This is an optimization exercise on Yosys and OpenROAD, whose aim is small area, not a production implementation.
In this exercise RTL edits were held to simulation tests only and were not proved equivalent to the original.
Power figures rest on the tool's default switching activity, not on a simulated workload.

### design.v
module router_aoi222(input a1, a2, b1, b2, c1, c2, output y);
assign y = ~((a1 & a2) | (b1 & b2) | (c1 & c2));
endmodule
module router_rdsum(input a, b, c, d, e, h, q, output y);
assign y = ~(a & b & c & d & e) | (h & q);
endmodule
module router_top(clock,resetn,read_enb_0,read_enb_1,read_enb_2,pkt_valid,data_in,data_out_0,data_out_1,data_out_2,vld_out_0,vld_out_1,vld_out_2,err,busy);
input clock,resetn,read_enb_0,read_enb_1,read_enb_2,pkt_valid;
input [7:0] data_in;
output [7:0] data_out_0,data_out_1,data_out_2;
output vld_out_0,vld_out_1,vld_out_2;
output reg err;
output busy;
localparam DECODER_ADDRESS    = 3'b000,
           WAIT_TILL_EMPTY    = 3'b100,
           LOAD_FIRST_DATA    = 3'b110,
           LOAD_DATA          = 3'b001,
           FIFO_FULL_STATE    = 3'b010,
           LOAD_AFTER_FULL    = 3'b011,
           LOAD_PARITY        = 3'b101,
           CHECK_PARITY_ERROR = 3'b111;
reg [2:0] state, next_state;
reg [1:0] addr, temp;
reg parity_done, low_pkt_valid, zero_par;
reg [7:0] dout, par;
wire [2:0] empty, full, soft_reset;
wire sr_any = |soft_reset;
wire s_dec  = (state == DECODER_ADDRESS);
wire s_wait = (state == WAIT_TILL_EMPTY);
wire s_lfd  = (state == LOAD_FIRST_DATA);
wire s_ld   = (state == LOAD_DATA);
wire s_full = (state == FIFO_FULL_STATE);
wire s_laf  = (state == LOAD_AFTER_FULL);
wire s_lp   = (state == LOAD_PARITY);
wire s_chk  = (state == CHECK_PARITY_ERROR);
reg fifo_full;
always @(*)
  case (temp)
    2'd0: fifo_full = full[0];
    2'd1: fifo_full = full[1];
    2'd2: fifo_full = full[2];
    default: fifo_full = 1'b0;
  endcase
reg empty_in, empty_addr;
always @(*) begin
  case (data_in[1:0])
    2'd0: empty_in = empty[0];
    2'd1: empty_in = empty[1];
    2'd2: empty_in = empty[2];
    default: empty_in = 1'b0;
  endcase
  case (addr)
    2'd0: empty_addr = empty[0];
    2'd1: empty_addr = empty[1];
    2'd2: empty_addr = empty[2];
    default: empty_addr = 1'b0;
  endcase
end
wire hdr_ok = pkt_valid & (data_in[1:0] != 2'b11);
always @(*) begin
  next_state = DECODER_ADDRESS;
  case (state)
    DECODER_ADDRESS:    next_state = hdr_ok ? (empty_in ? LOAD_FIRST_DATA : WAIT_TILL_EMPTY) : DECODER_ADDRESS;
    WAIT_TILL_EMPTY:    next_state = empty_addr ? LOAD_FIRST_DATA : WAIT_TILL_EMPTY;
    LOAD_FIRST_DATA:    next_state = LOAD_DATA;
    LOAD_DATA:          next_state = fifo_full ? FIFO_FULL_STATE : (pkt_valid ? LOAD_DATA : LOAD_PARITY);
    FIFO_FULL_STATE:    next_state = fifo_full ? FIFO_FULL_STATE : LOAD_AFTER_FULL;
    LOAD_AFTER_FULL:    next_state = parity_done ? DECODER_ADDRESS : (low_pkt_valid ? LOAD_PARITY : LOAD_DATA);
    LOAD_PARITY:        next_state = CHECK_PARITY_ERROR;
    CHECK_PARITY_ERROR: next_state = fifo_full ? FIFO_FULL_STATE : DECODER_ADDRESS;
  endcase
end
always @(posedge clock) begin
  if (!resetn || sr_any) begin
    state <= DECODER_ADDRESS;
    addr <= 2'b00;
  end else begin
    state <= next_state;
    addr <= data_in[1:0];
  end
end
always @(posedge clock)
  if (!resetn)
    temp <= 2'b00;
  else if (s_dec)
    temp <= data_in[1:0];
always @(posedge clock)
  if (!resetn)
    parity_done <= 1'b0;
  else
    parity_done <= (s_ld & ~fifo_full & ~pkt_valid) | (s_full & low_pkt_valid & ~parity_done);
always @(posedge clock)
  if (!resetn)
    low_pkt_valid <= 1'b0;
  else if (s_ld & ~pkt_valid)
    low_pkt_valid <= 1'b1;
always @(posedge clock)
  zero_par <= ~resetn | s_dec | s_wait;
always @(posedge clock)
  if (s_dec)
    par <= data_in;
  else if (s_ld)
    par <= par ^ data_in;
always @(posedge clock)
  err <= ~parity_done & ~zero_par & (|par);
always @(posedge clock)
  if (!(s_wait | s_lfd | s_laf | (s_full & ~fifo_full)))
    dout <= data_in;
assign busy = ~(s_dec | s_ld);
wire wr_any = (s_ld | s_lp | s_laf) & ~fifo_full;
wire [7:0] dout_q [0:2];
wire [2:0] read_enb = {read_enb_2, read_enb_1, read_enb_0};
genvar gi, gk, gb;
generate
  for (gi = 0; gi < 3; gi = gi + 1) begin : fifo
    reg [3:0] wr_ptr, lvl;
    reg [5:0] count;
    reg sr;
    reg [7:0] mem [0:14];
    reg [7:0] q;
    wire we = wr_any & (temp == gi);
    wire re = read_enb[gi];
    wire emp = (lvl == 4'd15);
    wire rd = re & ~emp;
    wire clr = ~resetn | sr;
    integer k;
    assign empty[gi] = emp;
    assign full[gi] = (wr_ptr == 4'd15) & (lvl == 4'd14);
    assign soft_reset[gi] = sr;
    assign dout_q[gi] = q;
    always @(posedge clock)
      if (we) begin
        mem[0] <= dout;
        for (k = 1; k < 15; k = k + 1)
          mem[k] <= mem[k-1];
      end
    always @(posedge clock)
      if (clr) begin
        wr_ptr <= 4'd0;
        lvl <= 4'd15;
      end else begin
        if (we)
          wr_ptr <= wr_ptr + 4'd1;
        if (we & ~rd)
          lvl <= lvl + 4'd1;
        else if (rd & ~we)
          lvl <= lvl - 4'd1;
      end
    wire ld = rd & ~clr;
    wire hold = ~rd & ~clr;
    wire [14:0] sel;
    for (gk = 0; gk < 15; gk = gk + 1) begin : dec
      assign sel[gk] = (lvl == gk) & ld;
    end
    wire [7:0] rdata;
    for (gb = 0; gb < 8; gb = gb + 1) begin : rbit
      wire [4:0] y;
      for (gk = 0; gk < 5; gk = gk + 1) begin : grp
        router_aoi222 g(.a1(sel[3*gk]), .a2(mem[3*gk][gb]),
                        .b1(sel[3*gk+1]), .b2(mem[3*gk+1][gb]),
                        .c1(sel[3*gk+2]), .c2(mem[3*gk+2][gb]), .y(y[gk]));
      end
      router_rdsum n(.a(y[0]), .b(y[1]), .c(y[2]), .d(y[3]), .e(y[4]),
                     .h(hold), .q(q[gb]), .y(rdata[gb]));
    end
    always @(posedge clock)
      q <= rdata;
    always @(posedge clock)
      if (!resetn) begin
        count <= 6'd0;
        sr <= 1'b0;
      end else if (!emp) begin
        if (!re && count == 6'd29) begin
          sr <= 1'b1;
          count <= 6'd0;
        end else begin
          sr <= 1'b0;
          count <= count + 6'd1;
        end
      end else
        sr <= 1'b0;
  end
endgenerate
assign data_out_0 = dout_q[0];
assign data_out_1 = dout_q[1];
assign data_out_2 = dout_q[2];
assign vld_out_0 = ~empty[0];
assign vld_out_1 = ~empty[1];
assign vld_out_2 = ~empty[2];
endmodule
### flow/run.sh
#!/bin/bash
# Own layout flow: the standard ORFS flow, with the ports buffered by the
# smallest buffer and a clock tree built without dummy loads. Make's output
# goes to flow_make.log; ORFS writes each step's log under orfs/logs/.
set -euo pipefail
CTS_ARGS="-sink_clustering_enable -repair_clock_nets -dont_use_dummy_load"
CTS_ARGS="$CTS_ARGS -buf_list sky130_fd_sc_hd__clkbuf_8"
CTS_ARGS="$CTS_ARGS -sink_clustering_size 20 -sink_clustering_max_diameter 80"
bash standard.sh "CTS_ARGS=$CTS_ARGS" \
  "BUFFER_PORTS_ARGS=-buffer_cell sky130_fd_sc_hd__buf_1" \
  finish > flow_make.log 2>&1
### standard.sh
#!/bin/bash
# synth_recipe.tcl (not shown) runs the flow's synth.tcl, then flattens the netlist and writes it again
# the make line also repeats each setting of config.mk as NAME=value (left out here)
make -C /OpenROAD-flow-scripts/flow DESIGN_CONFIG=/design/flow/config.mk WORK_HOME=/design/flow/orfs CLKGATE_MAP_FILE= SYNTH_SCRIPT=/design/flow/synth_recipe.tcl "${@:-finish}"
### config.mk
export PLATFORM = sky130hd
export DESIGN_NAME = router_top
export DESIGN_NICKNAME = router_top
export VERILOG_FILES = /design/flow/design.v
export SDC_FILE = /design/flow/constraint.sdc
export NUM_CORES = 4
export LEC_CHECK = 0
export CAP_MARGIN = 20
export CORE_MARGIN = 2
export CORE_UTILIZATION = 70
export PLACE_DENSITY = 0.8
export SLEW_MARGIN = 20
export SYNTH_HIERARCHICAL = 1
### constraint.sdc
create_clock -name core_clock -period 5.0 [get_ports {clock}]
set_input_delay 1.0000 -clock core_clock [delete_from_list [all_inputs] [get_ports {clock}]]
set_output_delay 1.0000 -clock core_clock [all_outputs]
set_load 0.01 [all_outputs]
==> reports/qor.txt, run 1 <==
DP Worst Slack -> 1.36 ns
Worst flop-to-flop path startpoint -> fifo[0].lvl[1]$_SDFFE_PP1P_
CTS HTree Levels -> 1
Post-Place Cells -> 1351
Ranking of synthesized cells by area -> edfxtp_1, dfxtp_1, a222oi_1
Slew Limit Fails -> 0
Final hold vios -> 0
Filler cells -> 1424
Remaining Overflow, GRT -> 0
CTS Buf Count -> 26
Max Root-Sink Buffers -> 3
Slew of the pin with the lowest slew margin -> 1.13 ns
Worst-path clk slew -> 0.12 ns
Synth area leader -> edfxtp_1
Critical Path AT -> 3.60 ns
Skew final -> 0.0262 ns
Status -> timing/DRC/antenna clean
Cells after Synth -> 999
Mux contribution to synthesized area -> 0.00796
CP startpoint -> fifo[0].lvl[1]$_SDFFE_PP1P_
Achievable frequency -> 0.328 GHz
TritonRoute pass-1 iters -> 9
Diode count -> 0
# DRC -> 0
Total length of routed wires -> 32.0 mm
Synth Area in Simple Gates -> 0.0854
I/O pin total -> 43
Register area share after synthesis -> 0.774
Starting Density -> 0.712
Chip Width -> 158 um
Multi-input logic area -> 3680 um^2
Post-cts resize count -> 0
Synth Warn # -> 13
Post-Syn Area -> 16700 um^2
Share of cells above drive strength 1 -> 0.0539
Startpoint types -> flip-flop
Top-area cell type share of the netlist area -> 0.678
Vias in the first global route -> 8803
Compound-Gate Fraction of Synth Area -> 0.0863
Setup TNS -> 0 ns
Setup slack after layout -> 1.95 ns
Rel. slew slack -> 0.238
Fin crit share -> 0.610
Clock root buffer -> clkbuf_8
Crit path time final -> 3.05 ns
First-pass GRT wire length -> 49.4 mm
Largest net degree at the start of global routing -> 93
Setup Buffers After CTS -> 0
Synth Area in Adders -> 0.0187
Die Y -> 158 um
Commonest non-fill, non-tap cells in the layout -> edfxtp_1, a222oi_1, nor2_1
Initial antenna violation count -> 0
Layout Cells excl Fill -> 1377
Crit path kind -> flip-flop to flip-flop
Hold Startpoint -> zero_par$_DFF_P_
Port Buffers -> 42
# Max-Cap Violations -> 0
Worst hold slack -> 0.397 ns
Critical Path Sink Type -> flip-flop
Worst-Skew Late Latency -> 0.59 ns
Post-Synth XOR/XNOR Area -> 0.0195
CTS tree -> built
Routed Antenna Nets -> 0
Register area -> 12900 um^2
Wire per inst -> 23.2 um
Crit path required time -> 5.55 ns
Synth Net Count -> 1037
FP Rows -> 56
Power Dens Cells -> 434 nW/um^2
Post-synth cell types -> 47
Post-DP HPWL -> 21.3 mm
DR iter-0 viols -> 1719
Clock sink count -> 456
Combinational family with the most area after synthesis -> compound AO/OA/AOI/OAI gates
Mean post-synth cell area -> 16.7 um^2
Worst Hold Class -> flip-flop to flip-flop
Area grow syn2layout -> 5.64%
RePlAce Congestion -> 0.805
Worst VDD drop -> 0.372 mV
Final net count -> 1098
Cts hold-fix bufs -> 0
Vias -> 9404
Pwr Total -> 7.64 mW
Number of synthesized register bits -> 456
Leakage power -> 5.50 nW
Vias per inst -> 6.83
Commonest non-fill, non-tap cell in the layout -> edfxtp_1
Total Die Area -> 25100 um^2
Total track usage -> 0.260
Setup violators final -> 0
Unrepaired setup endpoints after global routing -> no
Core area -> 23400 um^2
Critical-path maximum fanout -> 12
[where the power goes]
part           internal, mW  switching (mW)
Combinational         0.315           0.678
Sequential             4.77           0.384
Clock                 0.470            1.02
Total                  5.56            2.08
[cell type report]
cell class	count	area share
flip-flops and latches	456	0.733
inverters	15	0.00348
clock buffers	26	0.0203
repair buffers	48	0.0117
well taps	319	0.0227
multi-input cells	513	0.209
[path summary, 6_finish.rpt]
| kind | endpoint | slack, ns | depth (start not counted) |
|---|---|---|---|
| setup / recovery | fifo[0].q[1]$_DFF_P_ | 1.95 | 9 |
| hold / removal | err$_DFF_P_ | 0.40 | 1 |
| hold reg to reg | err$_DFF_P_ | 0.40 | 1 |
| setup reg to reg | fifo[0].q[1]$_DFF_P_ | 1.95 | 9 |
[per-layer routing]
| layer | wire length, um | track usage | up-vias | part of all wire |
|---|---|---|---|---|
| li1 | - | - | 4208 | - |
| met1 | 13300 | 0.393 | 4654 | 0.42 |
| met2 | 15000 | 0.406 | 488 | 0.47 |
| met3 | 2720 | 0.0414 | 54 | 0.085 |
| met4 | 874 | 0.0669 | 0 | 0.027 |
| met5 | 0 | 0 | - | 0 |
[modules after synthesis, one instance, submodules excluded]
module	times used	flops+latches	cell area [um^2]	cells
router_aoi222	120	0	10.0	1
router_rdsum	24	0	16.3	3
router_top	1	456	15100	807
[stage by stage]
step | util | area, um^2
global placement | 0.736 | 17200
finish | 0.752 | 17600
detailed placement | 0.736 | 17200
global route | 0.752 | 17600
floorplan | - | 16700
CTS | 0.752 | 17600
[cells in the mapped netlist (all sizes together)]
master,number
edfxtp,376
a222oi,120
o21ai,7
a21boi,1
o211ai,3
mux2,2
nor3,16
nor4,5
nand3,8
inv,15
o221a,1
maj3,1
or2,2
ha,24
nor2,80
nor4b,3
buf,11
mux2i,11
nand4,41
nand4bb,1
nand2,78
clkbuf,4
xnor2,20
a21oi,11
o211a,1
and2b,1
and3,25
a31oi,1
a31o,3
a211oi,4
nand2b,10
xor2,17
dfxtp,80
or2b,1
or4,3
o21a,1
or3,3
and2,3
and4,1
o22ai,4
[cells by family (layout without fill, tap and decap cells)]
| group | after synthesis | count (layout) |
|---|---|---|
| compound gates | 157 | 157 |
| xor+xnor | 37 | 37 |
| fa+ha+maj | 25 | 25 |
| buf+inv | 30 | 89 |
| flops | 456 | 456 |
| mux | 13 | 13 |
| simple gates | 281 | 281 |
[critical path: stages, from the launching register on]
cell and delay [ns]:
dfxtp_1 0.40, ha_1 0.25, nand3_1 0.39, nand2_1 0.17, nor2_1 0.27, nand2_1 0.18
nor3_1 0.72, a222oi_1 0.31, and3_1 0.25, nand4_1 0.08
[flip-flops by register name, summed over array words and instances (netlist names)]
register       cells
fifo.sr            3
temp               2
low_pkt_valid      1
fifo.lvl          12
par                8
err                1
addr               2
fifo.mem         360
fifo.wr_ptr       12
state              3
fifo.q            24
fifo.count        18
parity_done        1
zero_par           1
dout               8
==> run 2: changes to the inputs <==
--- a/config.mk
+++ b/config.mk
@@ -9,4 +9,7 @@
 export CORE_MARGIN = 2
-export CORE_UTILIZATION = 70
-export PLACE_DENSITY = 0.8
+export CORE_UTILIZATION = 60
+export CTS_BUF_LIST = sky130_fd_sc_hd__clkbuf_16
+export CTS_CLUSTER_DIAMETER = 100
+export CTS_CLUSTER_SIZE = 30
+export PLACE_DENSITY = 0.7
 export SLEW_MARGIN = 20
==> reports/qor.txt, run 2 <==
Status -> timing/DRC/antenna clean
Worst Hold Class -> flip-flop to flip-flop
Synth area leader -> edfxtp_1
Total length of routed wires -> 31.4 mm (-1.8%)
Commonest non-fill, non-tap cell in the layout -> edfxtp_1
DR iter-0 viols -> 1520 (-12%)
CTS HTree Levels -> 1 (unchanged)
Setup violators final -> 0 (unchanged)
Register area share after synthesis -> 0.774 (unchanged)
Crit path kind -> flip-flop to flip-flop
Critical Path Sink Type -> flip-flop
Post-cts resize count -> 0 (unchanged)
Clock sink count -> 456 (unchanged)
Total track usage -> 0.212 (-0.0478)
Final hold vios -> 0 (unchanged)
Largest register FFs -> 360 (unchanged)
Largest net degree at the start of global routing -> 92 (-1.1%)
Setup slack after layout -> 1.87 ns (-0.0798 ns)
Clock share of power -> 0.197 (+0.002)
Combinational group share of total power -> 0.129 (about the same)
Mean post-synth cell area -> 16.7 um^2 (unchanged)
Initial antenna violation count -> 0 (unchanged)
Filler cells -> 1930 (+36%)
Final net count -> 1099 (+0.091%)
CTS Buf Count -> 26 (unchanged)
Area grow syn2layout -> 6.10%
Synth Net Count -> 1037 (unchanged)
CTS tree -> built
First-pass GRT wire length -> 47.9 mm (-3.1%)
Regs by FF count -> fifo.mem x360, fifo.q x24, fifo.count x18
Slowest CP cell -> nor3_1
Startpoint types -> flip-flop
FP Rows -> 61 (+8.9%)
NetSw -> 2.07 mW (-0.73%)
Wire per inst -> 21.8 um (-5.9%)
TritonRoute pass-1 iters -> 7 (-2)
DP Worst Slack -> 1.46 ns (+0.103 ns)
Synth Warn # -> 13 (unchanged)
Top-area cell type share of the netlist area -> 0.678 (unchanged)
Achievable frequency -> 0.319 GHz (-2.5%)
Post-synth cell types -> 47 (unchanged)
Rel. slew slack -> 0.250 (+0.0116)
# DRC -> 0 (unchanged)
Ranking of synthesized cells by area -> edfxtp_1, dfxtp_1, a222oi_1
Pwr Total -> 7.63 mW (-0.22%)
Top post-synthesis cells by count -> edfxtp_1, a222oi_1, dfxtp_1, nor2_1, nand2_1
Critical Path AT -> 3.68 ns (+0.08 ns)
Remaining Overflow, GRT -> 0 (unchanged)
I/O pin total -> 43 (unchanged)
Routed Antenna Nets -> 0 (unchanged)
Vias -> 9307 (-1.0%)
Final Core Density -> 0.642 (-0.111)
Part of the power in registers -> 0.674 (about the same)
Placed Area -> 17300 um^2 (+0.47%)
Power Dens Cells -> 431 nW/um^2 (-0.65%)
Slew of the pin with the lowest slew margin -> 1.12 ns (-0.0173 ns)
Post-Syn Area -> 16700 um^2 (unchanged)
CP Cell Sequence -> ha_1, nand3_1, nand2_1, nor2_1, nand2_1, nor3_1, a222oi_1, and3_1, nand4_1
Starting Density -> 0.605 (-0.107)
Chip Width -> 171 um (+7.8%)
Cell with the most instances after synthesis -> edfxtp_1
Cells after Synth -> 999 (unchanged)
Crit path required time -> 5.54 ns (about the same)
Crit path time final -> 3.13 ns (+0.0798 ns)
Total Die Area -> 29100 um^2 (+16%)
Core area -> 27600 um^2 (+18%)
Share of cells above drive strength 1 -> 0.0538 (about the same)
Clock root buffer -> clkbuf_8
Async SR Flop Fraction -> 0 (unchanged)
Skew final -> 0.0218 ns (-0.00436 ns)
Max Root-Sink Buffers -> 3 (unchanged)
Vias per inst -> 6.48 (-5.2%)
Unrepaired setup endpoints after global routing -> no
Post-synth EDFFs -> 376 (unchanged)
Setup Buffers After CTS -> 0 (unchanged)
Slew Limit Fails -> 0 (unchanged)
Finished Cell Area -> 17700 um^2 (+0.43%)
Critical-path maximum fanout -> 12 (unchanged)
Crit-path max cell delay -> 0.88 ns (+0.16 ns)
Die Y -> 171 um (+7.8%)
Worst-Skew Late Latency -> 0.60 ns (about the same)
Internal -> 5.56 mW (about the same)
Synth Flop Type -> edfxtp_1
Worst VDD drop -> 0.328 mV (-12%)
Worst-path clk slew -> 0.12 ns (about the same)
Number of synthesized register bits -> 456 (unchanged)
Post-DP HPWL -> 20.4 mm (-4.0%)
RePlAce Congestion -> 0.795 (-1.2%)
Cts hold-fix bufs -> 0 (unchanged)
Port Buffers -> 42 (unchanged)
# Max-Cap Violations -> 0 (unchanged)
CP dominant cell by count -> nand2_1
Most flop-heavy register -> fifo.mem
Switching share of power -> 0.271 (-0.00139)
Vias in the first global route -> 8501 (-3.4%)
Commonest non-fill, non-tap cells in the layout -> edfxtp_1, a222oi_1, nor2_1
Fin crit share -> 0.626 (+0.0160)
Diode count -> 0 (unchanged)
Leakage power -> 5.51 nW (+0.10%)
Setup TNS -> 0 ns (unchanged)
## run 2: cell counts after synthesis
Identical to the previous run, type by type.
## run 2: cells by family after synthesis
family / share of synthesized area
muxes: 0.00796
AOI/OAI and AO/OA: 0.0863
xor gates and xnor gates: 0.0195
DFF: 0.774
adders and majority gates: 0.0187
buffers and inverters: 0.00841
and+or+nand+nor: 0.0854
## run 2: final cells by class
cell class / count / area (um^2) / share of cell area
Multi-Input combinational cell: 513 / 3670 / 0.208
Clock buffer: 26 / 358 / 0.0202
Sequential cell: 456 / 12900 / 0.730
Timing Repair Buffer: 49 / 214 / 0.0121
Tap cell: 378 / 473 / 0.0268
Inverter: 15 / 61.3 / 0.00347
## run 2: power groups by stage
| stage | registers [mW] | clock network, mW | logic (mW) |
|---|---|---|---|
| floorplan | 5.09 | 0 | 0.793 |
| global placement | 5.20 | 0 | 0.970 |
| detailed placement | 5.22 | 0 | 0.987 |
| CTS | 5.14 | 1.55 | 0.990 |
| global route | 5.20 | 1.65 | 1.11 |
| finish | 5.14 | 1.51 | 0.983 |
## run 2: path summary, 6_finish.rpt
| check | from | cells after the start | slack, ns | to |
|---|---|---|---|---|
| min | zero_par$_DFF_P_ | 1 | 0.42 | err$_DFF_P_ |
| max | fifo[2].lvl[1]$_SDFFE_PP1P_ | 9 | 1.87 | fifo[2].q[5]$_DFF_P_ |
| max reg2reg | fifo[2].lvl[1]$_SDFFE_PP1P_ | 9 | 1.87 | fifo[2].q[5]$_DFF_P_ |
| min reg2reg | zero_par$_DFF_P_ | 1 | 0.42 | err$_DFF_P_ |
## run 2: routing by layer
metal | global-route usage | share of wire
met4 | 0.0528 | 0.021
met3 | 0.0261 | 0.073
met5 | 0 | 0
met2 | 0.325 | 0.46
met1 | 0.329 | 0.44
## run 2: per-module statistics from Yosys, one instance, submodules excluded
module         cells  area (um^2)  copies in the design  flip-flops and latches
router_rdsum       3         16.3                    24                       0
router_aoi222      1         10.0                   120                       0
router_top       807        15100                     1                     456
## run 2: critical path, delay by kind of cell (launching register included)
kind | cells | cell delay, ns
AO/OA/AOI/OAI | 1 | 0.27
adder cells (fa/ha/maj) | 1 | 0.24
flip-flops | 1 | 0.40
AND/OR/NAND/NOR | 7 | 2.17
## run 2: metrics by stage
step | hold slack, ns | std cells
after floorplan | 0.370 | 999
after global placement | 0.385 | 1411
after detailed placement | 0.409 | 1411
after CTS | 0.420 | 1437
after global routing | 0.430 | 1437
final | 0.418 | 1437

re-timing with driven ports:
Ports are ideal in the flow. The routed layouts listed here were re-timed in OpenROAD.
Step 1: set_driving_cell puts a clkbuf_16 on clock and a buf_2 on each other input, an assumption about the parent block.
Step 2 times the ports against the registers' clock, not the clock port: input delays grow and output delays shrink by t, the midpoint of the rising clock arrivals with the driver on.
Slacks: no drivers / after step 1 / after step 2; pairs: no drivers / after step 1.
run	t, ns	slack for setup (ns)	hold slack, ns	worst setup path after step 2	clock arrival spread, ns
run 1	0.626	1.948 / 1.931 / 1.430	0.397 / 0.397 / 0.397	input to register	0.040 / 0.040
run 2	0.630	1.868 / 1.868 / 1.338	0.418 / 0.418 / 0.418	input to register	0.022 / 0.022
After both steps every run listed still meets setup and hold. For run 2, which loses most, drivers alone change the setup slack by 0.000 ns; drivers and shift together by -0.530 ns.
